Background: an optimization exercise with open tools, aiming at small area. Do not read the settings as production practice.
The RTL was checked by simulation tests, not by an equivalence proof against the original design.
No activity file was given, so power comes from the tool's default toggle rates.

## flow/design.v (module list and top-level ports; edited modules follow where they fit)
// module g_a21oi: 3 lines
// module g_a22o: 3 lines
// module g_a31oi: 3 lines
// module g_a32oi: 3 lines
// module g_and2: 3 lines
// module g_and3: 3 lines
// module g_inv: 3 lines
// module g_nand2: 3 lines
// module g_nand2b: 3 lines
// module g_nand3: 3 lines
// module g_nor2: 3 lines
// module g_nor2b: 3 lines
// module g_nor3: 3 lines
// module g_o21a: 3 lines
// module g_o21ai: 3 lines
// module g_o221a: 3 lines
// module g_o221ai: 3 lines
// module g_o22ai: 3 lines
// module g_o311ai: 3 lines
// module g_o31ai: 3 lines
// module g_o41a: 3 lines
// module g_or2: 3 lines
// module g_xnor2: 3 lines
// module g_xor2: 3 lines
// module dot8: 584 lines
// module fa: 4 lines
// module ctl: 241 lines
// module top_module: 48 lines
module top_module (
    input clk,
    input rst,
    input en,
    input init,
    input [127:0] in_data,
    output [6:0] seven_seg,
    output [7:0] com
);
  // ...
==> flow/flow/run.sh <==
#!/bin/bash
# Standard layout with two changes: port buffers of the smallest buffer
# cell, and logic cells reset to drive strength 1 after the standard
# synthesis (downsize.tcl; registers are left as they are).
set -e
F=$(cd "$(dirname "$0")" && pwd)
export BUFFER_PORTS_ARGS="-buffer_cell sky130_fd_sc_hd__buf_1"
bash standard.sh synth > standard_synth.log 2>&1
ODB=$(ls $PWD/orfs/results/*/top_module/base/1_synth.odb)
ODB=$ODB BASES="$(cat $F/bases.txt)" openroad -no_init -exit $F/downsize.tcl > downsize.log 2>&1
bash standard.sh > standard.log 2>&1
==> flow/flow/bases.txt <==
a2111o a2111oi a211o a211oi a21bo a21boi a21o a21oi a221o a221oi a222oi a22o a22oi a2bb2o a2bb2oi a311o a311oi a31o a31oi a32o a32oi a41o a41oi and2 and2b and3 and3b and4 and4b and4bb inv maj3 mux2 mux2i mux4 nand2 nand2b nand3 nand3b nand4 nand4b nand4bb nor2 nor2b nor3 nor3b nor4 nor4b nor4bb o2111a o2111ai o211a o211ai o21a o21ai o21ba o21bai o221a o221ai o22a o22ai o2bb2a o2bb2ai o311a o311ai o31a o31ai o32a o32ai o41a o41ai or2 or2b or3 or3b or4 or4b or4bb xnor2 xnor3 xor2 xor3
==> flow/flow/downsize.tcl <==
# Gives every logic cell of the synthesised netlist drive strength 1: the
# design's logic is written as one-cell modules that the standard synthesis
# maps separately, and its ABC pass upsizes some of them. Later repair steps
# upsize again wherever timing or slew needs it.
set odb $::env(ODB)
read_db $odb
set db [ord::get_db]
set block [ord::get_db_block]
set bases [split [string trim $::env(BASES)]]
set n 0
foreach inst [$block getInsts] {
  set mname [[$inst getMaster] getName]
  if {[regexp {^sky130_fd_sc_hd__([a-z0-9]+)_([0-9]+)$} $mname -> base sz]} {
    if {$sz ne "1" && [lsearch -exact $bases $base] >= 0} {
      set m1 [$db findMaster sky130_fd_sc_hd__${base}_1]
      if {$m1 ne "NULL"} {
        puts "downsize [$inst getName] $mname"
        $inst swapMaster $m1
        incr n
      }
    }
  }
}
puts "downsized $n cells"
write_db $odb
==> flow/standard.sh <==
#!/bin/bash
# synth_recipe.tcl (not shown) runs the flow's synth.tcl, then flattens the netlist and writes it again
# the make line also repeats each setting of config.mk as NAME=value (left out here)
make -C /OpenROAD-flow-scripts/flow DESIGN_CONFIG=/design/flow/config.mk WORK_HOME=/design/flow/orfs CLKGATE_MAP_FILE= SYNTH_SCRIPT=/design/flow/synth_recipe.tcl "${@:-finish}"
==> flow/config.mk <==
export PLATFORM = sky130hd
export DESIGN_NAME = top_module
export DESIGN_NICKNAME = top_module
export VERILOG_FILES = /design/flow/design.v
export SDC_FILE = /design/flow/constraint.sdc
export NUM_CORES = 4
export LEC_CHECK = 0
export CAP_MARGIN = 20
export CORE_MARGIN = 2
export CORE_UTILIZATION = 60
export CTS_BUF_LIST = sky130_fd_sc_hd__clkbuf_8
export SLEW_MARGIN = 20
export SYNTH_HIERARCHICAL = 1
export SYNTH_MINIMUM_KEEP_SIZE = 0
==> flow/constraint.sdc <==
create_clock -name core_clock -period 18.0 [get_ports {clk}]
set_input_delay 3.6000 -clock core_clock [delete_from_list [all_inputs] [get_ports {clk}]]
set_output_delay 3.6000 -clock core_clock [all_outputs]
set_load 0.01 [all_outputs]
==> flow_summary.yaml, run 1 <==
cells_and_area:
  inv_count: 21
  clk_share_pct: 0.601
  final_util_pct: 68.5
  buffer_area_share_pct: 7.41
  synthToLayoutAreaGrowth_pct: 10.6
  multi_input_area_share_pct: 82.1
  sh_seq_area_pct: 6.48
sta:
  skew_ns: 0.00167
  rsz0062_at_grt: "false"
global_routing:
  grt-ovfl-total: 0
  met2_usage_pct: 62.6
  grt_pass1_wl_mm: 30.2
  met3_usage_pct: 3.76
status:
  status: "complete, no violations"
worst_setup_path:
  timing.rr.end: "dr[0]"
  r2r_start: "state[0]"
  start_kind: "flop"
  critPathCapture: "seven_seg[0]"
  required_ns: 14.40
die:
  start_util_pct: 62.0
  die_height_um: 110
routing:
  drtIter0Drc: 444
  wl_met2_mm: 10.3
  highest_layer: "met4"
power:
  cellInternalPower_uw: 701
clock_network:
  ctsResizeCount: 0
  insertion_delay_ns: 0.27
place:
  port-buffer-count: 146
==> module ctl, before the edit <==
module ctl (state, cnt, m, qv, en, init, rst, dr, q0, state_n, cnt_n, m_n, qv_n, write, seg, com);
    input [1:0] state;
    wire [1:0] state;
    input [2:0] cnt;
    wire [2:0] cnt;
    input m;
    wire m;
    input qv;
    wire qv;
    input en;
    wire en;
    input init;
    wire init;
    input rst;
    wire rst;
    input [7:0] dr;
    wire [7:0] dr;
    input [7:0] q0;
    wire [7:0] q0;
    output [1:0] state_n;
    wire [1:0] state_n;
    output [2:0] cnt_n;
    wire [2:0] cnt_n;
    output m_n;
    wire m_n;
    output qv_n;
    wire qv_n;
    output write;
    wire write;
    output [6:0] seg;
    wire [6:0] seg;
    output [7:0] com;
    wire [7:0] com;
    wire _000_;
    wire _001_;
    wire _002_;
    wire _003_;
    wire _004_;
    wire _005_;
    wire _006_;
    wire _007_;
    wire _008_;
    wire _009_;
    wire _010_;
    wire _011_;
    wire _012_;
    wire _013_;
    wire _014_;
    wire _015_;
    wire _016_;
    wire _017_;
    wire _018_;
    wire _019_;
    wire _020_;
    wire _021_;
    wire _022_;
    wire _023_;
    wire _024_;
    wire _025_;
    wire _026_;
    wire _027_;
    wire _028_;
    wire _029_;
    wire _030_;
    wire _031_;
    wire _032_;
    wire _033_;
    wire _034_;
    wire _035_;
    wire _036_;
    wire _037_;
    wire _038_;
    wire _039_;
    wire _040_;
    wire _041_;
    wire _042_;
    wire _043_;
    wire _044_;
    wire _045_;
    wire _046_;
    wire _047_;
    wire _048_;
    wire _049_;
    wire _050_;
    wire _051_;
    wire _052_;
    wire _053_;
    wire _054_;
    wire _055_;
    wire _056_;
    wire _057_;
    wire _058_;
    wire _059_;
    wire _060_;
    wire _061_;
    wire _062_;
    wire _063_;
    wire _064_;
    wire _065_;
    wire _066_;
    wire _067_;
    wire _068_;
    wire _069_;
    wire _070_;
    wire _071_;
    wire _072_;
    wire _073_;
    wire _074_;
    wire _075_;
    wire _076_;
    wire _077_;
    wire _078_;
    wire _079_;
    wire _080_;
    wire _081_;
    wire _082_;
    wire _083_;
    wire _084_;
    wire _085_;
    wire _086_;
    wire _087_;
    wire _088_;
    wire _089_;
    wire _090_;
    wire _091_;
    g_inv c_092_ (.A(cnt[0]), .Y(cnt_n[0]));
    g_nor3 c_093_ (.A(cnt_n[0]), .B(cnt[1]), .C(cnt[2]), .Y(com[1]));
    g_inv c_094_ (.A(cnt[2]), .Y(_050_));
    g_nor2 c_095_ (.A(cnt[0]), .B(cnt[1]), .Y(_051_));
    g_inv c_096_ (.A(_051_), .Y(_052_));
    g_nor2 c_097_ (.A(_050_), .B(_052_), .Y(com[4]));
    g_inv c_098_ (.A(cnt[1]), .Y(_053_));
    g_nor3 c_099_ (.A(cnt[0]), .B(_053_), .C(cnt[2]), .Y(com[2]));
    g_nor2 c_100_ (.A(cnt[2]), .B(_052_), .Y(com[0]));
    g_nor2 c_101_ (.A(cnt_n[0]), .B(_053_), .Y(_054_));
    g_inv c_102_ (.A(_054_), .Y(_055_));
    g_nor2 c_103_ (.A(_050_), .B(_055_), .Y(com[7]));
    g_nor3 c_104_ (.A(cnt_n[0]), .B(cnt[1]), .C(_050_), .Y(com[5]));
    g_nor3 c_105_ (.A(cnt[0]), .B(_053_), .C(_050_), .Y(com[6]));
    g_nand2 c_106_ (.A(state[0]), .B(state[1]), .Y(_056_));
    g_inv c_107_ (.A(_056_), .Y(_057_));
    g_nand2 c_108_ (.A(dr[5]), .B(_057_), .Y(_058_));
    g_o21ai c_109_ (.A1(q0[5]), .A2(_057_), .B1(_058_), .Y(_059_));
    g_inv c_110_ (.A(_059_), .Y(_060_));
    g_o22ai c_111_ (.A1(q0[7]), .A2(_057_), .B1(dr[7]), .B2(_056_), .Y(_061_));
    g_inv c_112_ (.A(_061_), .Y(_062_));
    g_o22ai c_113_ (.A1(_060_), .A2(_061_), .B1(_059_), .B2(_062_), .Y(_063_));
    g_nand2 c_114_ (.A(dr[3]), .B(_057_), .Y(_064_));
    g_o21ai c_115_ (.A1(q0[3]), .A2(_057_), .B1(_064_), .Y(_065_));
    g_nor2 c_116_ (.A(_063_), .B(_065_), .Y(_066_));
    g_a21oi c_117_ (.A1(_059_), .A2(_062_), .B1(_066_), .Y(_067_));
    g_nand2 c_118_ (.A(dr[6]), .B(_057_), .Y(_068_));
    g_o21ai c_119_ (.A1(q0[6]), .A2(_057_), .B1(_068_), .Y(_069_));
    g_nor2 c_120_ (.A(q0[4]), .B(_057_), .Y(_070_));
    g_a21oi c_121_ (.A1(dr[4]), .A2(_057_), .B1(_070_), .Y(_071_));
    g_nor2 c_122_ (.A(_069_), .B(_071_), .Y(_072_));
    g_nand2 c_123_ (.A(_067_), .B(_072_), .Y(_073_));
    g_and2 c_124_ (.A(_063_), .B(_065_), .X(_074_));
    g_o21ai c_125_ (.A1(_066_), .A2(_074_), .B1(_073_), .Y(_075_));
    g_o21a c_126_ (.A1(_073_), .A2(_074_), .B1(_075_), .X(_076_));
    g_nand2 c_127_ (.A(_069_), .B(_071_), .Y(_077_));
    g_o21ai c_128_ (.A1(_067_), .A2(_072_), .B1(_077_), .Y(_078_));
    g_nor2 c_129_ (.A(_076_), .B(_078_), .Y(_079_));
    g_inv c_130_ (.A(_079_), .Y(_080_));
    g_inv c_131_ (.A(_069_), .Y(_081_));
    g_nand2 c_132_ (.A(dr[2]), .B(_057_), .Y(_082_));
    g_o21ai c_133_ (.A1(q0[2]), .A2(_057_), .B1(_082_), .Y(_083_));
    g_nor2 c_134_ (.A(_066_), .B(_074_), .Y(_084_));
    g_nor2 c_135_ (.A(_084_), .B(_078_), .Y(_085_));
    g_a21oi c_136_ (.A1(_084_), .A2(_078_), .B1(_085_), .Y(_086_));
    g_o22ai c_137_ (.A1(_067_), .A2(_077_), .B1(_083_), .B2(_086_), .Y(_087_));
    g_nor2 c_138_ (.A(_079_), .B(_087_), .Y(_088_));
    g_inv c_139_ (.A(_088_), .Y(_089_));
    g_o221ai c_140_ (.A1(_061_), .A2(_069_), .B1(_062_), .B2(_081_), .C1(_089_), .Y(_090_));
    g_o21ai c_141_ (.A1(_060_), .A2(_080_), .B1(_090_), .Y(_091_));
    g_nor2 c_142_ (.A(_059_), .B(_069_), .Y(_000_));
    g_o21ai c_143_ (.A1(_062_), .A2(_065_), .B1(_081_), .Y(_001_));
    g_o22ai c_144_ (.A1(_062_), .A2(_000_), .B1(_091_), .B2(_001_), .Y(_002_));
    g_nand2 c_145_ (.A(_088_), .B(_002_), .Y(_003_));
    g_a32oi c_146_ (.A1(_062_), .A2(_081_), .A3(com[0]), .B1(com[1]), .B2(_003_), .Y(_004_));
    g_nor2 c_147_ (.A(_091_), .B(_004_), .Y(_005_));
    g_inv c_148_ (.A(_083_), .Y(_006_));
    g_o21ai c_149_ (.A1(_067_), .A2(_077_), .B1(_006_), .Y(_007_));
    g_inv c_150_ (.A(_007_), .Y(_008_));
    g_o22ai c_151_ (.A1(_075_), .A2(_007_), .B1(_086_), .B2(_008_), .Y(_009_));
    g_nand2 c_152_ (.A(dr[1]), .B(_057_), .Y(_010_));
    g_o21ai c_153_ (.A1(q0[1]), .A2(_057_), .B1(_010_), .Y(_011_));
    g_nand2 c_154_ (.A(_009_), .B(_011_), .Y(_012_));
    g_inv c_155_ (.A(_012_), .Y(_013_));
    g_nor2 c_156_ (.A(_009_), .B(_011_), .Y(_014_));
    g_o21ai c_157_ (.A1(_013_), .A2(_014_), .B1(com[2]), .Y(_015_));
    g_o22ai c_158_ (.A1(_006_), .A2(_089_), .B1(_083_), .B2(_088_), .Y(_016_));
    g_inv c_159_ (.A(_016_), .Y(_017_));
    g_nor3 c_160_ (.A(_011_), .B(_017_), .C(_076_), .Y(_018_));
    g_nor2 c_161_ (.A(_015_), .B(_018_), .Y(_019_));
    g_o21ai c_162_ (.A1(_005_), .A2(_019_), .B1(m), .Y(_020_));
    g_o21ai c_163_ (.A1(_062_), .A2(_069_), .B1(_080_), .Y(_021_));
    g_o21ai c_164_ (.A1(_059_), .A2(_021_), .B1(_090_), .Y(_022_));
    g_or2 c_165_ (.A(_059_), .B(_090_), .X(_023_));
    g_o22ai c_166_ (.A1(_012_), .A2(_017_), .B1(_013_), .B2(_016_), .Y(_024_));
    g_a32oi c_167_ (.A1(com[1]), .A2(_022_), .A3(_023_), .B1(com[2]), .B2(_024_), .Y(_025_));
    g_nand2b c_168_ (.A_N(_020_), .B(_025_), .Y(_026_));
    g_nor2 c_169_ (.A(dr[0]), .B(_056_), .Y(_027_));
    g_a21oi c_170_ (.A1(q0[0]), .A2(_056_), .B1(_027_), .Y(_028_));
    g_o21ai c_171_ (.A1(_009_), .A2(_018_), .B1(com[1]), .Y(_029_));
    g_o41a c_172_ (.A1(cnt[0]), .A2(_053_), .A3(cnt[2]), .A4(_028_), .B1(_029_), .X(_030_));
    g_o31ai c_173_ (.A1(cnt[2]), .A2(_052_), .A3(_002_), .B1(_030_), .Y(_031_));
    g_inv c_174_ (.A(m), .Y(_032_));
    g_or2 c_175_ (.A(_032_), .B(_025_), .X(_033_));
    g_inv c_176_ (.A(_015_), .Y(_034_));
    g_nand2 c_177_ (.A(_076_), .B(_011_), .Y(_035_));
    g_a21oi c_178_ (.A1(_059_), .A2(_069_), .B1(_000_), .Y(_036_));
    g_o221a c_179_ (.A1(_088_), .A2(_036_), .B1(_087_), .B2(_021_), .C1(cnt[0]), .X(_037_));
    g_a31oi c_180_ (.A1(cnt[1]), .A2(_035_), .A3(_016_), .B1(_037_), .Y(_038_));
    g_nor2 c_181_ (.A(cnt[2]), .B(_054_), .Y(_039_));
    g_o311ai c_182_ (.A1(_032_), .A2(_034_), .A3(_038_), .B1(_039_), .C1(_020_), .Y(_040_));
    g_nor2 c_183_ (.A(_033_), .B(_040_), .Y(_041_));
    g_o21a c_184_ (.A1(_033_), .A2(_030_), .B1(_040_), .X(_042_));
    g_nor2 c_185_ (.A(_041_), .B(_042_), .Y(seg[6]));
    g_nand3 c_186_ (.A(m), .B(_031_), .C(seg[6]), .Y(_043_));
    g_nand2 c_187_ (.A(_026_), .B(_043_), .Y(seg[5]));
    g_inv c_188_ (.A(_041_), .Y(_044_));
    g_nand2 c_189_ (.A(m), .B(_031_), .Y(_045_));
    g_nand2 c_190_ (.A(_044_), .B(_045_), .Y(seg[4]));
    g_o21ai c_191_ (.A1(_044_), .A2(_031_), .B1(_043_), .Y(seg[3]));
    g_nor2 c_192_ (.A(_026_), .B(_031_), .Y(seg[2]));
    g_nor2 c_193_ (.A(_033_), .B(seg[3]), .Y(seg[1]));
    g_nor2b c_194_ (.A(_040_), .B_N(seg[3]), .Y(seg[0]));
    g_nor2 c_195_ (.A(com[7]), .B(_039_), .Y(cnt_n[2]));
    g_nor2 c_196_ (.A(_051_), .B(_054_), .Y(cnt_n[1]));
    g_nor2 c_197_ (.A(state[0]), .B(state[1]), .Y(_046_));
    g_inv c_198_ (.A(_046_), .Y(_047_));
    g_a21oi c_199_ (.A1(init), .A2(_047_), .B1(rst), .Y(_048_));
    g_o21a c_200_ (.A1(state[1]), .A2(init), .B1(_048_), .X(state_n[0]));
    g_nor2 c_201_ (.A(cnt[2]), .B(_055_), .Y(com[3]));
    g_nand2 c_202_ (.A(state[0]), .B(en), .Y(_049_));
    g_nor2 c_203_ (.A(state[1]), .B(_049_), .Y(write));
    g_or2 c_204_ (.A(qv), .B(write), .X(qv_n));
    g_and3 c_205_ (.A(state[1]), .B(qv), .C(en), .X(m_n));
    g_nor2b c_206_ (.A(_046_), .B_N(_048_), .Y(state_n[1]));
endmodule
==> run 2: changes to the inputs <==
--- a/flow/design.v
+++ b/flow/design.v
@@ -1,74 +1,71 @@
+module g_a21boi (input A1, A2, B1_N, output Y);
+    assign Y = (~A1&B1_N) | (~A2&B1_N);
+endmodule
 module g_a21oi (input A1, A2, B1, output Y);
     assign Y = (~A1&~B1) | (~A2&~B1);
 endmodule
+module g_a221oi (input A1, A2, B1, B2, C1, output Y);
+    assign Y = (~A1&~B1&~C1) | (~A1&~B2&~C1) | (~A2&~B1&~C1) | (~A2&~B2&~C1);
+endmodule
 module g_a22o (input A1, A2, B1, B2, output X);
     assign X = (B1&B2) | (A1&A2);
 endmodule
 module g_a31oi (input A1, A2, A3, B1, output Y);
     assign Y = (~A1&~B1) | (~A2&~B1) | (~A3&~B1);
 endmodule
 module g_a32oi (input A1, A2, A3, B1, B2, output Y);
     assign Y = (~A1&~B1) | (~A1&~B2) | (~A2&~B1) | (~A3&~B1) | (~A2&~B2) | (~A3&~B2);
 endmodule
-module g_and2 (input A, B, output X);
-    assign X = (A&B);
-endmodule
 module g_and3 (input A, B, C, output X);
     assign X = (A&B&C);
 endmodule
 module g_inv (input A, output Y);
     assign Y = (~A);
 endmodule
 module g_nand2 (input A, B, output Y);
     assign Y = (~A) | (~B);
 endmodule
-module g_nand2b (input A_N, B, output Y);
-    assign Y = (A_N) | (~B);
-endmodule
-module g_nand3 (input A, B, C, output Y);
-    assign Y = (~A) | (~B) | (~C);
-endmodule
 module g_nor2 (input A, B, output Y);
     assign Y = (~A&~B);
 endmodule
 module g_nor2b (input A, B_N, output Y);
     assign Y = (~A&B_N);
 endmodule
 module g_nor3 (input A, B, C, output Y);
     assign Y = (~A&~B&~C);
 endmodule
+module g_o2111ai (input A1, A2, B1, C1, D1, output Y);
+    assign Y = (~A1&~A2) | (~B1) | (~C1) | (~D1);
+endmodule
+module g_o211a (input A1, A2, B1, C1, output X);
+    assign X = (A1&B1&C1) | (A2&B1&C1);
+endmodule
 module g_o21a (input A1, A2, B1, output X);
     assign X = (A1&B1) | (A2&B1);
 endmodule
 module g_o21ai (input A1, A2, B1, output Y);
     assign Y = (~A1&~A2) | (~B1);
 endmodule
-module g_o221a (input A1, A2, B1, B2, C1, output X);
-    assign X = (A1&B1&C1) | (A2&B1&C1) | (A1&B2&C1) | (A2&B2&C1);
-endmodule
-module g_o221ai (input A1, A2, B1, B2, C1, output Y);
-    assign Y = (~B1&~B2) | (~A1&~A2) | (~C1);
+module g_o21bai (input A1, A2, B1_N, output Y);
+    assign Y = (~A1&~A2) | (B1_N);
 endmodule
 module g_o22ai (input A1, A2, B1, B2, output Y);
     assign Y = (~B1&~B2) | (~A1&~A2);
 endmodule
-module g_o311ai (input A1, A2, A3, B1, C1, output Y);
-    assign Y = (~A1&~A2&~A3) | (~B1) | (~C1);
-endmodule
-module g_o31ai (input A1, A2, A3, B1, output Y);
-    assign Y = (~A1&~A2&~A3) | (~B1);
-endmodule
-module g_o41a (input A1, A2, A3, A4, B1, output X);
-    assign X = (A1&B1) | (A2&B1) | (A3&B1) | (A4&B1);
+module g_o32a (input A1, A2, A3, B1, B2, output X);
+    assign X = (A1&B1) | (A1&B2) | (A2&B1) | (A3&B1) | (A2&B2) | (A3&B2);
 endmodule
 module g_or2 (input A, B, output X);
     assign X = (A) | (B);
 endmodule
+module g_or3 (input A, B, C, output X);
+    assign X = (A) | (B) | (C);
+endmodule
 module g_xnor2 (input A, B, output Y);
     assign Y = (~A&~B) | (A&B);
 endmodule
 module g_xor2 (input A, B, output X);
     assign X = (A&~B) | (~A&B);
 endmodule
 module dot8 (input [63:0] x, input [63:0] w, output [7:0] r);
     wire n1, n2, n3, n4, n5, n6, n7, n8, n9, n10, n11, n12, n13, n14, n15, n16, n17, n18, n19, n20, n21, n22, n23, n24, n25, n26, n27, n28, n29, n30, n31, n32, n33, n34, n35, n36, n37, n38, n39, n40, n41, n42, n43, n44, n45, n46, n47, n48, n49, n50, n51, n52, n53, n54, n55, n56, n57, n58, n59, n60, n61, n62, n63, n64, n65, n66, n67, n68, n69, n70, n71, n72, n73, n74, n75, n76, n77, n78, n79, n80, n81, n82, n83, n84, n85, n86, n87, n88, n89, n90, n91, n92, n93, n94, n95, n96, n97, n98, n99, n100, n101, n102, n103, n104, n105, n106, n107, n108, n109, n110, n111, n112, n113, n114, n115, n116, n117, n118, n119, n120, n121, n122, n123, n124, n125, n126, n127, n128, n129, n130, n131, n132, n133, n134, n135, n136, n137, n138, n139, n140, n141, n142, n143, n144, n145, n146, n147, n148, n149, n150, n151, n152, n153, n154, n155, n156, n157, n158, n159, n160, n161, n162, n163, n164, n165, n166, n167, n168, n169, n170, n171, n172, n173, n174, n175, n176, n177, n178, n179, n180, n181, n182, n183, n184, n185, n186, n187, n188, n189, n190, n191, n192, n193, n194, n195, n196, n197, n198, n199, n200, n201, n202, n203, n204, n205, n206, n207, n208, n209, n210, n211, n212, n213, n214, n215, n216, n217, n218, n219, n220, n221, n222, n223, n224, n225, n226, n227, n228, n229, n230, n231, n232, n233, n234, n235, n236, n237, n238, n239, n240, n241, n242, n243, n244, n245, n246, n247, n248, n249, n250, n251, n252, n253, n254, n255, n256, n257, n258, n259, n260, n261, n262, n263, n264, n265, n266, n267, n268, n269, n270, n271, n272, n273, n274, n275, n276, n277, n278, n279, n280, n281, n282, n283, n284, n285, n286, n287, n288, n289, n290, n291, n292, n293, n294, n295, n296, n297, n298, n299, n300, n301, n302, n303, n304, n305, n306, n307, n308, n309, n310, n311, n312, n313, n314, n315, n316, n317, n318, n319, n320, n321, n322, n323, n324, n325, n326, n327, n328, n329, n330, n331, n332, n333, n334, n335, n336, n337, n338, n339, n340, n341, n342, n343, n344, n345, n346, n347, n348, n349, n350, n351, n352, n353, n354, n355, n356, n357, n358, n359, n360, n361, n362, n363, n364, n365, n366, n367, n368, n369, n370, n371, n372, n373, n374, n375, n376, n377, n378, n379, n380, n381, n382, n383, n384, n385, n386, n387, n388, n389, n390, n391, n392, n393, n394, n395, n396, n397, n398, n399, n400, n401, n402, n403, n404, n405, n406, n407, n408, n409, n410, n411, n412, n413, n414, n415, n416, n417, n418, n419, n420, n421, n422, n423, n424, n425, n426, n427, n428, n429, n430, n431, n432, n433, n434, n435, n436, n437, n438, n439, n440, n441, n442, n443, n444, n445, n446, n447, n448, n449, n450, n451, n452, n453, n454, n455, n456, n457, n458, n459, n460, n461, n462, n463, n464, n465, n466, n467, n468, n469, n470, n471, n472, n473, n474, n475, n476, n477, n478, n479, n480, n481, n482, n483, n484, n485, n486, n487, n488, n489, n490, n491, n492, n493, n494, n495, n496, n497, n498, n499, n500, n501, n502, n503, n504, n505, n506, n507, n508, n509, n510, n511, n512, n513, n514, n515, n516, n517, n518, n519, n520, n521, n522, n523, n524, n525, n526, n527, n528, n529, n530, n531, n532, n533, n534, n535, n536, n537, n538, n539, n540, n541, n542, n543, n544, n545, n546, n547, n548, n549, n550, n551, n552, n553, n554, n555, n556, n557, n558, n559, n560, n561, n562, n563, n564, n565, n566, n567, n568, n569, n570, n571, n572, n573, n574, n575, n576, n577, n578, n579, n580, n581, n582, n583, n584, n585, n586, n587, n588, n589, n590, n591, n592, n593, n594, n595, n596, n597, n598, n599, n600, n601, n602, n603, n604, n605, n606, n607, n608, n609, n610, n611, n612, n613, n614, n615, n616, n617, n618, n619, n620, n621, n622, n623, n624, n625, n626, n627, n628, n629, n630, n631, n632, n633, n634, n635, n636, n637, n638, n639, n640, n641, n642, n643, n644, n645, n646, n647, n648, n649, n650, n651, n652, n653, n654, n655, n656, n657, n658, n659, n660, n661, n662, n663, n664, n665, n666, n667, n668, n669, n670, n671, n672, n673, n674, n675, n676, n677, n678, n679, n680, n681, n682, n683, n684, n685, n686, n687, n688, n689, n690, n691, n692, n693, n694, n695, n696, n697, n698, n699, n700, n701, n702, n703, n704, n705, n706, n707, n708, n709, n710, n711, n712, n713, n714, n715, n716, n717, n718, n719, n720, n721, n722, n723, n724, n725, n726, n727, n728, n729, n730, n731, n732, n733, n734, n735, n736, n737, n738, n739, n740, n741, n742, n743, n744, n745, n746, n747, n748, n749;
@@ -535,17 +532,17 @@
     fa cn623 (.a(n609), .b(n611), .c(n613), .s(n623), .co(n624));
     fa cn625 (.a(n615), .b(n526), .c(n528), .s(n625), .co(n626));
     fa cn627 (.a(n530), .b(n617), .c(n619), .s(n627), .co(n628));
     fa cn629 (.a(n621), .b(n532), .c(n623), .s(n629), .co(n630));
     fa cn631 (.a(n534), .b(n625), .c(n627), .s(n631), .co(n632));
     fa cn633 (.a(n536), .b(n629), .c(n538), .s(n633), .co(n634));
     fa cn635 (.a(n631), .b(n540), .c(n633), .s(n635), .co(n636));
     g_xnor2 cn637 (.A(n542), .B(n635), .Y(n637));
-    g_or2 cn638 (.A(n542), .B(n635), .X(n638));
+    g_nor2 cn638 (.A(n542), .B(n635), .Y(n638));
     g_xor2 cn639 (.A(n102), .B(n105), .X(n639));
     g_xor2 cn640 (.A(n107), .B(n108), .X(n640));
     g_xor2 cn641 (.A(n116), .B(n123), .X(n641));
     g_xor2 cn642 (.A(n129), .B(n134), .X(n642));
     g_xor2 cn643 (.A(n138), .B(n141), .X(n643));
     g_xor2 cn644 (.A(n143), .B(n144), .X(n644));
     g_xor2 cn645 (.A(n15), .B(n152), .X(n645));
     g_xor2 cn646 (.A(n159), .B(n165), .X(n646));
@@ -646,17 +643,17 @@
     g_xor2 cn741 (.A(n738), .B(n739), .X(n741));
     g_xor2 cn742 (.A(n626), .B(n628), .X(n742));
     g_xor2 cn743 (.A(n740), .B(n630), .X(n743));
     g_xor2 cn744 (.A(n741), .B(n742), .X(n744));
     g_xor2 cn745 (.A(n743), .B(n632), .X(n745));
     g_xor2 cn746 (.A(n744), .B(n745), .X(n746));
     g_xor2 cn747 (.A(n634), .B(n746), .X(n747));
     g_xor2 cn748 (.A(n747), .B(n636), .X(n748));
-    g_xor2 cn749 (.A(n748), .B(n638), .X(n749));
+    g_xnor2 cn749 (.A(n748), .B(n638), .Y(n749));
     assign r = {n749, n637, n541, n461, n397, n349, n315, n295};
 endmodule
 module fa (input a, input b, input c, output s, output co);
     assign s = a ^ b ^ c;
     assign co = (a & b) | (a & c) | (b & c);
 endmodule
 module ctl (state, cnt, m, qv, en, init, rst, dr, q0, state_n, cnt_n, m_n, qv_n, write, seg, com);
     input [1:0] state;
@@ -776,133 +773,129 @@
     wire _082_;
     wire _083_;
     wire _084_;
     wire _085_;
     wire _086_;
     wire _087_;
     wire _088_;
     wire _089_;
-    wire _090_;
-    wire _091_;
-    g_inv c_092_ (.A(cnt[0]), .Y(cnt_n[0]));
-    g_nor3 c_093_ (.A(cnt_n[0]), .B(cnt[1]), .C(cnt[2]), .Y(com[1]));
-    g_inv c_094_ (.A(cnt[2]), .Y(_050_));
-    g_nor2 c_095_ (.A(cnt[0]), .B(cnt[1]), .Y(_051_));
-    g_inv c_096_ (.A(_051_), .Y(_052_));
-    g_nor2 c_097_ (.A(_050_), .B(_052_), .Y(com[4]));
-    g_inv c_098_ (.A(cnt[1]), .Y(_053_));
-    g_nor3 c_099_ (.A(cnt[0]), .B(_053_), .C(cnt[2]), .Y(com[2]));
-    g_nor2 c_100_ (.A(cnt[2]), .B(_052_), .Y(com[0]));
-    g_nor2 c_101_ (.A(cnt_n[0]), .B(_053_), .Y(_054_));
-    g_inv c_102_ (.A(_054_), .Y(_055_));
-    g_nor2 c_103_ (.A(_050_), .B(_055_), .Y(com[7]));
-    g_nor3 c_104_ (.A(cnt_n[0]), .B(cnt[1]), .C(_050_), .Y(com[5]));
-    g_nor3 c_105_ (.A(cnt[0]), .B(_053_), .C(_050_), .Y(com[6]));
-    g_nand2 c_106_ (.A(state[0]), .B(state[1]), .Y(_056_));
+    g_inv c_090_ (.A(cnt[0]), .Y(cnt_n[0]));
+    g_nor3 c_091_ (.A(cnt_n[0]), .B(cnt[1]), .C(cnt[2]), .Y(com[1]));
+    g_inv c_092_ (.A(cnt[2]), .Y(_048_));
+    g_nor2 c_093_ (.A(cnt[0]), .B(cnt[1]), .Y(_049_));
+    g_inv c_094_ (.A(_049_), .Y(_050_));
+    g_nor2 c_095_ (.A(_048_), .B(_050_), .Y(com[4]));
+    g_inv c_096_ (.A(cnt[1]), .Y(_051_));
+    g_nor3 c_097_ (.A(cnt[0]), .B(_051_), .C(cnt[2]), .Y(com[2]));
+    g_nor2 c_098_ (.A(cnt[2]), .B(_050_), .Y(com[0]));
+    g_nor2 c_099_ (.A(cnt_n[0]), .B(_051_), .Y(_052_));
+    g_inv c_100_ (.A(_052_), .Y(_053_));
+    g_nor2 c_101_ (.A(_048_), .B(_053_), .Y(com[7]));
+    g_nor3 c_102_ (.A(cnt_n[0]), .B(cnt[1]), .C(_048_), .Y(com[5]));
+    g_nor3 c_103_ (.A(cnt[0]), .B(_051_), .C(_048_), .Y(com[6]));
+    g_nand2 c_104_ (.A(state[0]), .B(state[1]), .Y(_054_));
+    g_inv c_105_ (.A(_054_), .Y(_055_));
+    g_o22ai c_106_ (.A1(q0[7]), .A2(_055_), .B1(dr[7]), .B2(_054_), .Y(_056_));
     g_inv c_107_ (.A(_056_), .Y(_057_));
-    g_nand2 c_108_ (.A(dr[5]), .B(_057_), .Y(_058_));
-    g_o21ai c_109_ (.A1(q0[5]), .A2(_057_), .B1(_058_), .Y(_059_));
-    g_inv c_110_ (.A(_059_), .Y(_060_));
-    g_o22ai c_111_ (.A1(q0[7]), .A2(_057_), .B1(dr[7]), .B2(_056_), .Y(_061_));
-    g_inv c_112_ (.A(_061_), .Y(_062_));
-    g_o22ai c_113_ (.A1(_060_), .A2(_061_), .B1(_059_), .B2(_062_), .Y(_063_));
-    g_nand2 c_114_ (.A(dr[3]), .B(_057_), .Y(_064_));
-    g_o21ai c_115_ (.A1(q0[3]), .A2(_057_), .B1(_064_), .Y(_065_));
-    g_nor2 c_116_ (.A(_063_), .B(_065_), .Y(_066_));
-    g_a21oi c_117_ (.A1(_059_), .A2(_062_), .B1(_066_), .Y(_067_));
-    g_nand2 c_118_ (.A(dr[6]), .B(_057_), .Y(_068_));
-    g_o21ai c_119_ (.A1(q0[6]), .A2(_057_), .B1(_068_), .Y(_069_));
-    g_nor2 c_120_ (.A(q0[4]), .B(_057_), .Y(_070_));
-    g_a21oi c_121_ (.A1(dr[4]), .A2(_057_), .B1(_070_), .Y(_071_));
-    g_nor2 c_122_ (.A(_069_), .B(_071_), .Y(_072_));
-    g_nand2 c_123_ (.A(_067_), .B(_072_), .Y(_073_));
-    g_and2 c_124_ (.A(_063_), .B(_065_), .X(_074_));
-    g_o21ai c_125_ (.A1(_066_), .A2(_074_), .B1(_073_), .Y(_075_));
-    g_o21a c_126_ (.A1(_073_), .A2(_074_), .B1(_075_), .X(_076_));
-    g_nand2 c_127_ (.A(_069_), .B(_071_), .Y(_077_));
-    g_o21ai c_128_ (.A1(_067_), .A2(_072_), .B1(_077_), .Y(_078_));
-    g_nor2 c_129_ (.A(_076_), .B(_078_), .Y(_079_));
-    g_inv c_130_ (.A(_079_), .Y(_080_));
-    g_inv c_131_ (.A(_069_), .Y(_081_));
-    g_nand2 c_132_ (.A(dr[2]), .B(_057_), .Y(_082_));
-    g_o21ai c_133_ (.A1(q0[2]), .A2(_057_), .B1(_082_), .Y(_083_));
-    g_nor2 c_134_ (.A(_066_), .B(_074_), .Y(_084_));
-    g_nor2 c_135_ (.A(_084_), .B(_078_), .Y(_085_));
-    g_a21oi c_136_ (.A1(_084_), .A2(_078_), .B1(_085_), .Y(_086_));
-    g_o22ai c_137_ (.A1(_067_), .A2(_077_), .B1(_083_), .B2(_086_), .Y(_087_));
-    g_nor2 c_138_ (.A(_079_), .B(_087_), .Y(_088_));
-    g_inv c_139_ (.A(_088_), .Y(_089_));
-    g_o221ai c_140_ (.A1(_061_), .A2(_069_), .B1(_062_), .B2(_081_), .C1(_089_), .Y(_090_));
-    g_o21ai c_141_ (.A1(_060_), .A2(_080_), .B1(_090_), .Y(_091_));
-    g_nor2 c_142_ (.A(_059_), .B(_069_), .Y(_000_));
-    g_o21ai c_143_ (.A1(_062_), .A2(_065_), .B1(_081_), .Y(_001_));
-    g_o22ai c_144_ (.A1(_062_), .A2(_000_), .B1(_091_), .B2(_001_), .Y(_002_));
-    g_nand2 c_145_ (.A(_088_), .B(_002_), .Y(_003_));
-    g_a32oi c_146_ (.A1(_062_), .A2(_081_), .A3(com[0]), .B1(com[1]), .B2(_003_), .Y(_004_));
-    g_nor2 c_147_ (.A(_091_), .B(_004_), .Y(_005_));
-    g_inv c_148_ (.A(_083_), .Y(_006_));
-    g_o21ai c_149_ (.A1(_067_), .A2(_077_), .B1(_006_), .Y(_007_));
-    g_inv c_150_ (.A(_007_), .Y(_008_));
-    g_o22ai c_151_ (.A1(_075_), .A2(_007_), .B1(_086_), .B2(_008_), .Y(_009_));
-    g_nand2 c_152_ (.A(dr[1]), .B(_057_), .Y(_010_));
-    g_o21ai c_153_ (.A1(q0[1]), .A2(_057_), .B1(_010_), .Y(_011_));
-    g_nand2 c_154_ (.A(_009_), .B(_011_), .Y(_012_));
-    g_inv c_155_ (.A(_012_), .Y(_013_));
-    g_nor2 c_156_ (.A(_009_), .B(_011_), .Y(_014_));
-    g_o21ai c_157_ (.A1(_013_), .A2(_014_), .B1(com[2]), .Y(_015_));
-    g_o22ai c_158_ (.A1(_006_), .A2(_089_), .B1(_083_), .B2(_088_), .Y(_016_));
-    g_inv c_159_ (.A(_016_), .Y(_017_));
-    g_nor3 c_160_ (.A(_011_), .B(_017_), .C(_076_), .Y(_018_));
-    g_nor2 c_161_ (.A(_015_), .B(_018_), .Y(_019_));
-    g_o21ai c_162_ (.A1(_005_), .A2(_019_), .B1(m), .Y(_020_));
-    g_o21ai c_163_ (.A1(_062_), .A2(_069_), .B1(_080_), .Y(_021_));
-    g_o21ai c_164_ (.A1(_059_), .A2(_021_), .B1(_090_), .Y(_022_));
-    g_or2 c_165_ (.A(_059_), .B(_090_), .X(_023_));
-    g_o22ai c_166_ (.A1(_012_), .A2(_017_), .B1(_013_), .B2(_016_), .Y(_024_));
-    g_a32oi c_167_ (.A1(com[1]), .A2(_022_), .A3(_023_), .B1(com[2]), .B2(_024_), .Y(_025_));
-    g_nand2b c_168_ (.A_N(_020_), .B(_025_), .Y(_026_));
-    g_nor2 c_169_ (.A(dr[0]), .B(_056_), .Y(_027_));
-    g_a21oi c_170_ (.A1(q0[0]), .A2(_056_), .B1(_027_), .Y(_028_));
-    g_o21ai c_171_ (.A1(_009_), .A2(_018_), .B1(com[1]), .Y(_029_));
-    g_o41a c_172_ (.A1(cnt[0]), .A2(_053_), .A3(cnt[2]), .A4(_028_), .B1(_029_), .X(_030_));
-    g_o31ai c_173_ (.A1(cnt[2]), .A2(_052_), .A3(_002_), .B1(_030_), .Y(_031_));
-    g_inv c_174_ (.A(m), .Y(_032_));
-    g_or2 c_175_ (.A(_032_), .B(_025_), .X(_033_));
-    g_inv c_176_ (.A(_015_), .Y(_034_));
-    g_nand2 c_177_ (.A(_076_), .B(_011_), .Y(_035_));
-    g_a21oi c_178_ (.A1(_059_), .A2(_069_), .B1(_000_), .Y(_036_));
-    g_o221a c_179_ (.A1(_088_), .A2(_036_), .B1(_087_), .B2(_021_), .C1(cnt[0]), .X(_037_));
-    g_a31oi c_180_ (.A1(cnt[1]), .A2(_035_), .A3(_016_), .B1(_037_), .Y(_038_));
-    g_nor2 c_181_ (.A(cnt[2]), .B(_054_), .Y(_039_));
-    g_o311ai c_182_ (.A1(_032_), .A2(_034_), .A3(_038_), .B1(_039_), .C1(_020_), .Y(_040_));
-    g_nor2 c_183_ (.A(_033_), .B(_040_), .Y(_041_));
-    g_o21a c_184_ (.A1(_033_), .A2(_030_), .B1(_040_), .X(_042_));
-    g_nor2 c_185_ (.A(_041_), .B(_042_), .Y(seg[6]));
-    g_nand3 c_186_ (.A(m), .B(_031_), .C(seg[6]), .Y(_043_));
-    g_nand2 c_187_ (.A(_026_), .B(_043_), .Y(seg[5]));
-    g_inv c_188_ (.A(_041_), .Y(_044_));
-    g_nand2 c_189_ (.A(m), .B(_031_), .Y(_045_));
-    g_nand2 c_190_ (.A(_044_), .B(_045_), .Y(seg[4]));
-    g_o21ai c_191_ (.A1(_044_), .A2(_031_), .B1(_043_), .Y(seg[3]));
-    g_nor2 c_192_ (.A(_026_), .B(_031_), .Y(seg[2]));
-    g_nor2 c_193_ (.A(_033_), .B(seg[3]), .Y(seg[1]));
-    g_nor2b c_194_ (.A(_040_), .B_N(seg[3]), .Y(seg[0]));
-    g_nor2 c_195_ (.A(com[7]), .B(_039_), .Y(cnt_n[2]));
-    g_nor2 c_196_ (.A(_051_), .B(_054_), .Y(cnt_n[1]));
-    g_nor2 c_197_ (.A(state[0]), .B(state[1]), .Y(_046_));
-    g_inv c_198_ (.A(_046_), .Y(_047_));
-    g_a21oi c_199_ (.A1(init), .A2(_047_), .B1(rst), .Y(_048_));
-    g_o21a c_200_ (.A1(state[1]), .A2(init), .B1(_048_), .X(state_n[0]));
-    g_nor2 c_201_ (.A(cnt[2]), .B(_055_), .Y(com[3]));
-    g_nand2 c_202_ (.A(state[0]), .B(en), .Y(_049_));
-    g_nor2 c_203_ (.A(state[1]), .B(_049_), .Y(write));
-    g_or2 c_204_ (.A(qv), .B(write), .X(qv_n));
-    g_and3 c_205_ (.A(state[1]), .B(qv), .C(en), .X(m_n));
-    g_nor2b c_206_ (.A(_046_), .B_N(_048_), .Y(state_n[1]));
+    g_nand2 c_108_ (.A(dr[4]), .B(_055_), .Y(_058_));
+    g_o21ai c_109_ (.A1(q0[4]), .A2(_055_), .B1(_058_), .Y(_059_));
+    g_nand2 c_110_ (.A(dr[5]), .B(_055_), .Y(_060_));
+    g_o21ai c_111_ (.A1(q0[5]), .A2(_055_), .B1(_060_), .Y(_061_));
+    g_nor2 c_112_ (.A(q0[6]), .B(_055_), .Y(_062_));
+    g_a21oi c_113_ (.A1(dr[6]), .A2(_055_), .B1(_062_), .Y(_063_));
+    g_nor2 c_114_ (.A(_059_), .B(_063_), .Y(_064_));
+    g_nand2 c_115_ (.A(dr[3]), .B(_055_), .Y(_065_));
+    g_o21ai c_116_ (.A1(q0[3]), .A2(_055_), .B1(_065_), .Y(_066_));
+    g_nand2 c_117_ (.A(_064_), .B(_066_), .Y(_067_));
+    g_o21ai c_118_ (.A1(_057_), .A2(_061_), .B1(_067_), .Y(_068_));
+    g_nor2 c_119_ (.A(_064_), .B(_066_), .Y(_069_));
+    g_a21oi c_120_ (.A1(_057_), .A2(_061_), .B1(_069_), .Y(_070_));
+    g_nand2 c_121_ (.A(_068_), .B(_070_), .Y(_071_));
+    g_nor3 c_122_ (.A(_057_), .B(_061_), .C(_067_), .Y(_072_));
+    g_inv c_123_ (.A(_061_), .Y(_073_));
+    g_or3 c_124_ (.A(_056_), .B(_073_), .C(_066_), .X(_074_));
+    g_nand2 c_125_ (.A(_059_), .B(_063_), .Y(_075_));
+    g_o21ai c_126_ (.A1(_059_), .A2(_063_), .B1(_075_), .Y(_076_));
+    g_nor2 c_127_ (.A(_076_), .B(_071_), .Y(_077_));
+    g_a21oi c_128_ (.A1(_076_), .A2(_071_), .B1(_077_), .Y(_078_));
+    g_o211a c_129_ (.A1(_071_), .A2(_072_), .B1(_074_), .C1(_078_), .X(_079_));
+    g_nand2 c_130_ (.A(dr[2]), .B(_055_), .Y(_080_));
+    g_o21ai c_131_ (.A1(q0[2]), .A2(_055_), .B1(_080_), .Y(_081_));
+    g_nor2 c_132_ (.A(_075_), .B(_074_), .Y(_082_));
+    g_nor3 c_133_ (.A(_079_), .B(_081_), .C(_082_), .Y(_083_));
+    g_nor2 c_134_ (.A(_078_), .B(_082_), .Y(_084_));
+    g_nor2 c_135_ (.A(_083_), .B(_084_), .Y(_085_));
+    g_inv c_136_ (.A(_085_), .Y(_086_));
+    g_o21ai c_137_ (.A1(_059_), .A2(_057_), .B1(_086_), .Y(_087_));
+    g_nor2 c_138_ (.A(_061_), .B(_087_), .Y(_088_));
+    g_a21oi c_139_ (.A1(_061_), .A2(_087_), .B1(_088_), .Y(_089_));
+    g_o21a c_140_ (.A1(_057_), .A2(_073_), .B1(_063_), .X(_000_));
+    g_a21boi c_141_ (.A1(_059_), .A2(_089_), .B1_N(_000_), .Y(_001_));
+    g_nand2 c_142_ (.A(_057_), .B(_001_), .Y(_002_));
+    g_o21ai c_143_ (.A1(_057_), .A2(_001_), .B1(_002_), .Y(_003_));
+    g_inv c_144_ (.A(_003_), .Y(_004_));
+    g_nor2 c_145_ (.A(q0[1]), .B(_055_), .Y(_005_));
+    g_a21oi c_146_ (.A1(dr[1]), .A2(_055_), .B1(_005_), .Y(_006_));
+    g_o21a c_147_ (.A1(_068_), .A2(_070_), .B1(_071_), .X(_007_));
+    g_inv c_148_ (.A(_081_), .Y(_008_));
+    g_o21bai c_149_ (.A1(_008_), .A2(_084_), .B1_N(_083_), .Y(_009_));
+    g_o21ai c_150_ (.A1(_079_), .A2(_007_), .B1(_009_), .Y(_010_));
+    g_nor2 c_151_ (.A(_006_), .B(_010_), .Y(_011_));
+    g_nor2 c_152_ (.A(_079_), .B(_081_), .Y(_012_));
+    g_nor3 c_153_ (.A(_082_), .B(_007_), .C(_012_), .Y(_013_));
+    g_a21oi c_154_ (.A1(_008_), .A2(_084_), .B1(_013_), .Y(_014_));
+    g_nor2 c_155_ (.A(_011_), .B(_014_), .Y(_015_));
+    g_o21ai c_156_ (.A1(q0[0]), .A2(_055_), .B1(com[2]), .Y(_016_));
+    g_a21oi c_157_ (.A1(dr[0]), .A2(_055_), .B1(_016_), .Y(_017_));
+    g_a221oi c_158_ (.A1(com[0]), .A2(_004_), .B1(com[1]), .B2(_015_), .C1(_017_), .Y(_018_));
+    g_inv c_159_ (.A(m), .Y(_019_));
+    g_nand2 c_160_ (.A(_086_), .B(_004_), .Y(_020_));
+    g_nand2 c_161_ (.A(_085_), .B(_003_), .Y(_021_));
+    g_nor3 c_162_ (.A(_011_), .B(_014_), .C(_006_), .Y(_022_));
+    g_a21oi c_163_ (.A1(_006_), .A2(_014_), .B1(_022_), .Y(_023_));
+    g_o22ai c_164_ (.A1(_050_), .A2(_002_), .B1(_051_), .B2(_023_), .Y(_024_));
+    g_a31oi c_165_ (.A1(_020_), .A2(_021_), .A3(cnt[0]), .B1(_024_), .Y(_025_));
+    g_nor2 c_166_ (.A(_019_), .B(_025_), .Y(_026_));
+    g_a21oi c_167_ (.A1(_006_), .A2(_010_), .B1(_011_), .Y(_027_));
+    g_nor2 c_168_ (.A(_056_), .B(_061_), .Y(_028_));
+    g_o21ai c_169_ (.A1(_063_), .A2(_028_), .B1(cnt[0]), .Y(_029_));
+    g_o32a c_170_ (.A1(_051_), .A2(_014_), .A3(_027_), .B1(_001_), .B2(_029_), .X(_030_));
+    g_o21ai c_171_ (.A1(_056_), .A2(_061_), .B1(_000_), .Y(_031_));
+    g_nand2 c_172_ (.A(_009_), .B(_022_), .Y(_032_));
+    g_o21ai c_173_ (.A1(_009_), .A2(_022_), .B1(_032_), .Y(_033_));
+    g_a32oi c_174_ (.A1(com[1]), .A2(_031_), .A3(_089_), .B1(com[2]), .B2(_033_), .Y(_034_));
+    g_or2 c_175_ (.A(_019_), .B(_034_), .X(_035_));
+    g_o2111ai c_176_ (.A1(_019_), .A2(_030_), .B1(_048_), .C1(_053_), .D1(_035_), .Y(_036_));
+    g_inv c_177_ (.A(_036_), .Y(_037_));
+    g_nor2 c_178_ (.A(_037_), .B(_018_), .Y(_038_));
+    g_inv c_179_ (.A(_025_), .Y(_039_));
+    g_o22ai c_180_ (.A1(_019_), .A2(_018_), .B1(_039_), .B2(_035_), .Y(seg[4]));
+    g_nand2 c_181_ (.A(_025_), .B(seg[4]), .Y(_040_));
+    g_nor2 c_182_ (.A(_038_), .B(_040_), .Y(seg[0]));
+    g_a21oi c_183_ (.A1(_026_), .A2(_038_), .B1(seg[0]), .Y(_041_));
+    g_nand2 c_184_ (.A(_026_), .B(_037_), .Y(_042_));
+    g_o21ai c_185_ (.A1(_018_), .A2(_041_), .B1(_042_), .Y(seg[5]));
+    g_inv c_186_ (.A(_041_), .Y(seg[3]));
+    g_and3 c_187_ (.A(_026_), .B(_037_), .C(_018_), .X(seg[2]));
+    g_nor2 c_188_ (.A(_035_), .B(seg[3]), .Y(seg[1]));
+    g_a21oi c_189_ (.A1(_048_), .A2(_053_), .B1(com[7]), .Y(cnt_n[2]));
+    g_nor2 c_190_ (.A(_049_), .B(_052_), .Y(cnt_n[1]));
+    g_nor2 c_191_ (.A(state[0]), .B(state[1]), .Y(_043_));
+    g_inv c_192_ (.A(_043_), .Y(_044_));
+    g_a21oi c_193_ (.A1(init), .A2(_044_), .B1(rst), .Y(_045_));
+    g_o21a c_194_ (.A1(state[1]), .A2(init), .B1(_045_), .X(state_n[0]));
+    g_nand2 c_195_ (.A(_026_), .B(_038_), .Y(_046_));
+    g_o21ai c_196_ (.A1(_026_), .A2(_036_), .B1(_046_), .Y(seg[6]));
+    g_nor2 c_197_ (.A(cnt[2]), .B(_053_), .Y(com[3]));
+    g_nand2 c_198_ (.A(state[0]), .B(en), .Y(_047_));
+    g_nor2 c_199_ (.A(state[1]), .B(_047_), .Y(write));
+    g_or2 c_200_ (.A(qv), .B(write), .X(qv_n));
+    g_and3 c_201_ (.A(state[1]), .B(qv), .C(en), .X(m_n));
+    g_nor2b c_202_ (.A(_043_), .B_N(_045_), .Y(state_n[1]));
 endmodule
 module top_module (
     input clk,
     input rst,
     input en,
     input init,
     input [127:0] in_data,
     output [6:0] seven_seg,
==> flow_summary.yaml, run 2 <==
global_routing:
  grt_pass1_vias: 5968
  grt-ovfl-total: 0
  grt_pass1_wl_mm: 31.0
  grt_max_degree: 19
  antenna_found_initial: 0
  met2_usage_pct: 61.3
  gr-max-usage-layer: "met2"
  track_usage_pct: 35.1
  gr-usage-met1_pct: 44.6
  met3_usage_pct: 5.76
clock_network:
  tritoncts.num_buffers: 3
  cts.htree.levels: 1
  ctsResizeCount: 0
  cts.sinks: 23
  ctsHoldBuffers: 0
  clk_pin_slew_ns: 0.08
  tritoncts: "done"
  root_buffer: "clkbuf_8"
  cts_setup_buffers: 0
  insertion_delay_ns: 0.26
  cts.path.max_buffers: 2
worst_setup_path:
  slowest_stage: "a221oi_1"
  critPathMaxFanout: 15
  cp.arrival_ns: 5.01
  cpPeakStageDelay_ns: 0.49
  r2r_start: "state[0]"
  required_ns: 14.40
  cp_top_family: "compound AO/OA/AOI/OAI gates"
  end_kind: "output port"
  crit_buf_inv: 5
  start_kind: "flop"
  r2r_cells: 5
  timing.rr.end: "dr[3]"
  crit_top_cell: "nor2_1"
  crit_type: "flop to output port"
  rrSetupSlack_ns: 16.54
cells_and_area:
  layout_common_cells: "nand2_1 (304), fa_1 (169), buf_1 (146)"
  final_util_pct: 68.3
  multi_input_area_sq_um: 6140
  reg_top3: "dr x8, q0 x8, cnt x3"
  drive_above_1_share_pct: 0.565
  stdcell_count: 1025
  design_area_sq_um: 7470
  layout_commonest_cell: "nand2_1"
  fin_nets: 1187
  fill_cells: 950
  synthToLayoutAreaGrowth_pct: 10.6
  regArea_sq_um: 485
  antennaDiodeCount: 0
routing:
  viasPerCell: 5.63
  dr.pass1.iters: 5
  via_count: 5771
  antenna_left: 0
  drtIter0Drc: 529
  wl_per_cell_um: 19.5
  wl_mm: 20.0
  drc: 0
sta:
  layout_min_cycle_time_ns: 8.61
  fin_setup_tns_ns: 0
  setup_violations: 0
  timing.fmax_ghz: 0.116
  skew_ns: 0.00150
  drv_slew: 0
  max_slew.worst_pin.slew_ns: 0.632
  rsz0062_at_grt: "false"
  post-route-period-util_pct: 47.8
  hold_viol: 0
  max_slew_margin_pct: 57.9
die:
  start_util_pct: 61.8
  rows: 38
  boundaryPins: 147
  fp.dieW_um: 110
  die_area_sq_um: 12100
  core_region_area_sq_um: 10900
  die_height_um: 110
place:
  dp_hpwl_mm: 17.7
  place_area_sq_um: 7430
  port-buffer-count: 146
  place_congestion: 0.993
  placedCellCount: 1021
worst_hold_path:
  hold_path_depth: 1
  hp-class: "flop to flop"
  min_from: "qv"
  min_to: "qv"
power:
  seqPwrFrac_pct: 5.3
  pwr-share-comb_pct: 92.5
  cellInternalPower_uw: 725
  peakVddDrop_uv: 365
  p_sw_share_pct: 49.1
  p_per_area_nw_per_um2: 191
  p_sw_uw: 700
  power.leakage_nw: 2.73
  clkPwrFrac_pct: 2.2
job:
  maxCapViolCount: 0
synth:
  syn_area_sq_um: 6760
  synth_fp_nets: 1043
  synth_warnings: 7
  syn_inst: 742
  syn_avg_cell_area_sq_um: 9.11
status:
  status: "complete, no violations"
## run 2: cell type report
class | instances | share of cell area (%)
clock buffers | 3 | 0.552
clock inverters | 1 | 0.0670
inverters | 18 | 0.904
multi-input cells | 693 | 82.2
flip-flops and latches | 23 | 6.50
well taps | 140 | 2.34
repair buffers | 147 | 7.43
## run 2: per-stage QoR
stage	power (mW)	worst slack, ns	hold WS, ns
after CTS	1.42	9.51	0.467
final	1.42	9.39	0.466
after floorplan	1.45	9.99	0.422
after global routing	1.57	8.81	0.473
after global placement	1.36	9.48	0.441
after detailed placement	1.39	9.42	0.444
## run 2: worst max-delay path by stage
| stage | to | slack, ns | from | cells after the start |
|---|---|---|---|---|
| 6_report | seven_seg[1] | 9.39 | state[1] | 28 |
| 4_1_cts | seven_seg[1] | 9.51 | state[1] | 28 |
| 5_1_grt | seven_seg[1] | 8.81 | state[1] | 28 |
| 2_1_floorplan | dr[7] | 9.99 | in_data[1] | 13 |
| 3_5_place_dp | dr[7] | 9.42 | in_data[65] | 13 |
| 3_3_place_gp | dr[7] | 9.48 | in_data[65] | 13 |
## run 2: metal layers
layer,part of all wire [%],up-vias
li1,-,2603
met1,38,2875
met2,50,249
met3,7.3,44
met4,3.9,0
met5,0,-
## run 2: power by group through the flow
stage / sequential, mW / combinational, mW / clock, mW
after CTS: 0.0749 / 1.31 / 0.0319
after floorplan: 0.0732 / 1.38 / 0
after global routing: 0.0768 / 1.46 / 0.0337
after global placement: 0.0759 / 1.29 / 0
after detailed placement: 0.0757 / 1.31 / 0
final: 0.0750 / 1.32 / 0.0315
## run 2: worst register-to-register path, delay by kind of cell (launching register included)
family	cells	cell delay, ns
AO/OA/AOI/OAI	1	0.32
AND/OR/NAND/NOR	2	0.16
flip-flops	1	0.36
buffers and inverters	2	0.52

## port drivers added, routing unchanged
In the flow no input, the clock included, has a driving cell. The finished layouts below were timed again as built, in two steps. Step 1, drivers: a clkbuf_16 drives clk and a buf_2 each remaining input, both assumed. Step 2 times the ports against the registers' clock, not the clock port: input delays grow and output delays shrink by t, the midpoint of the rising clock arrivals with the driver on. Three values: ideal ports, drivers, drivers and shift; two values: the first two.
| run | t, ns | setup slack, ns | worst setup path after step 2 | worst register clock-pin slew, ns | cell pins on the clock port's net |
|---|---|---|---|---|---|
| run 1 | 0.289 | 9.334 / 9.309 / 9.209 | input to register | 0.08 / 0.08 | 1 |
| run 2 | 0.286 | 9.394 / 9.369 / 9.349 | input to register | 0.08 / 0.08 | 1 |
After both steps setup and hold are still met in every run listed. The setup slack of run 1, which loses most, moves by -0.025 ns with the drivers and by -0.125 ns with both steps.
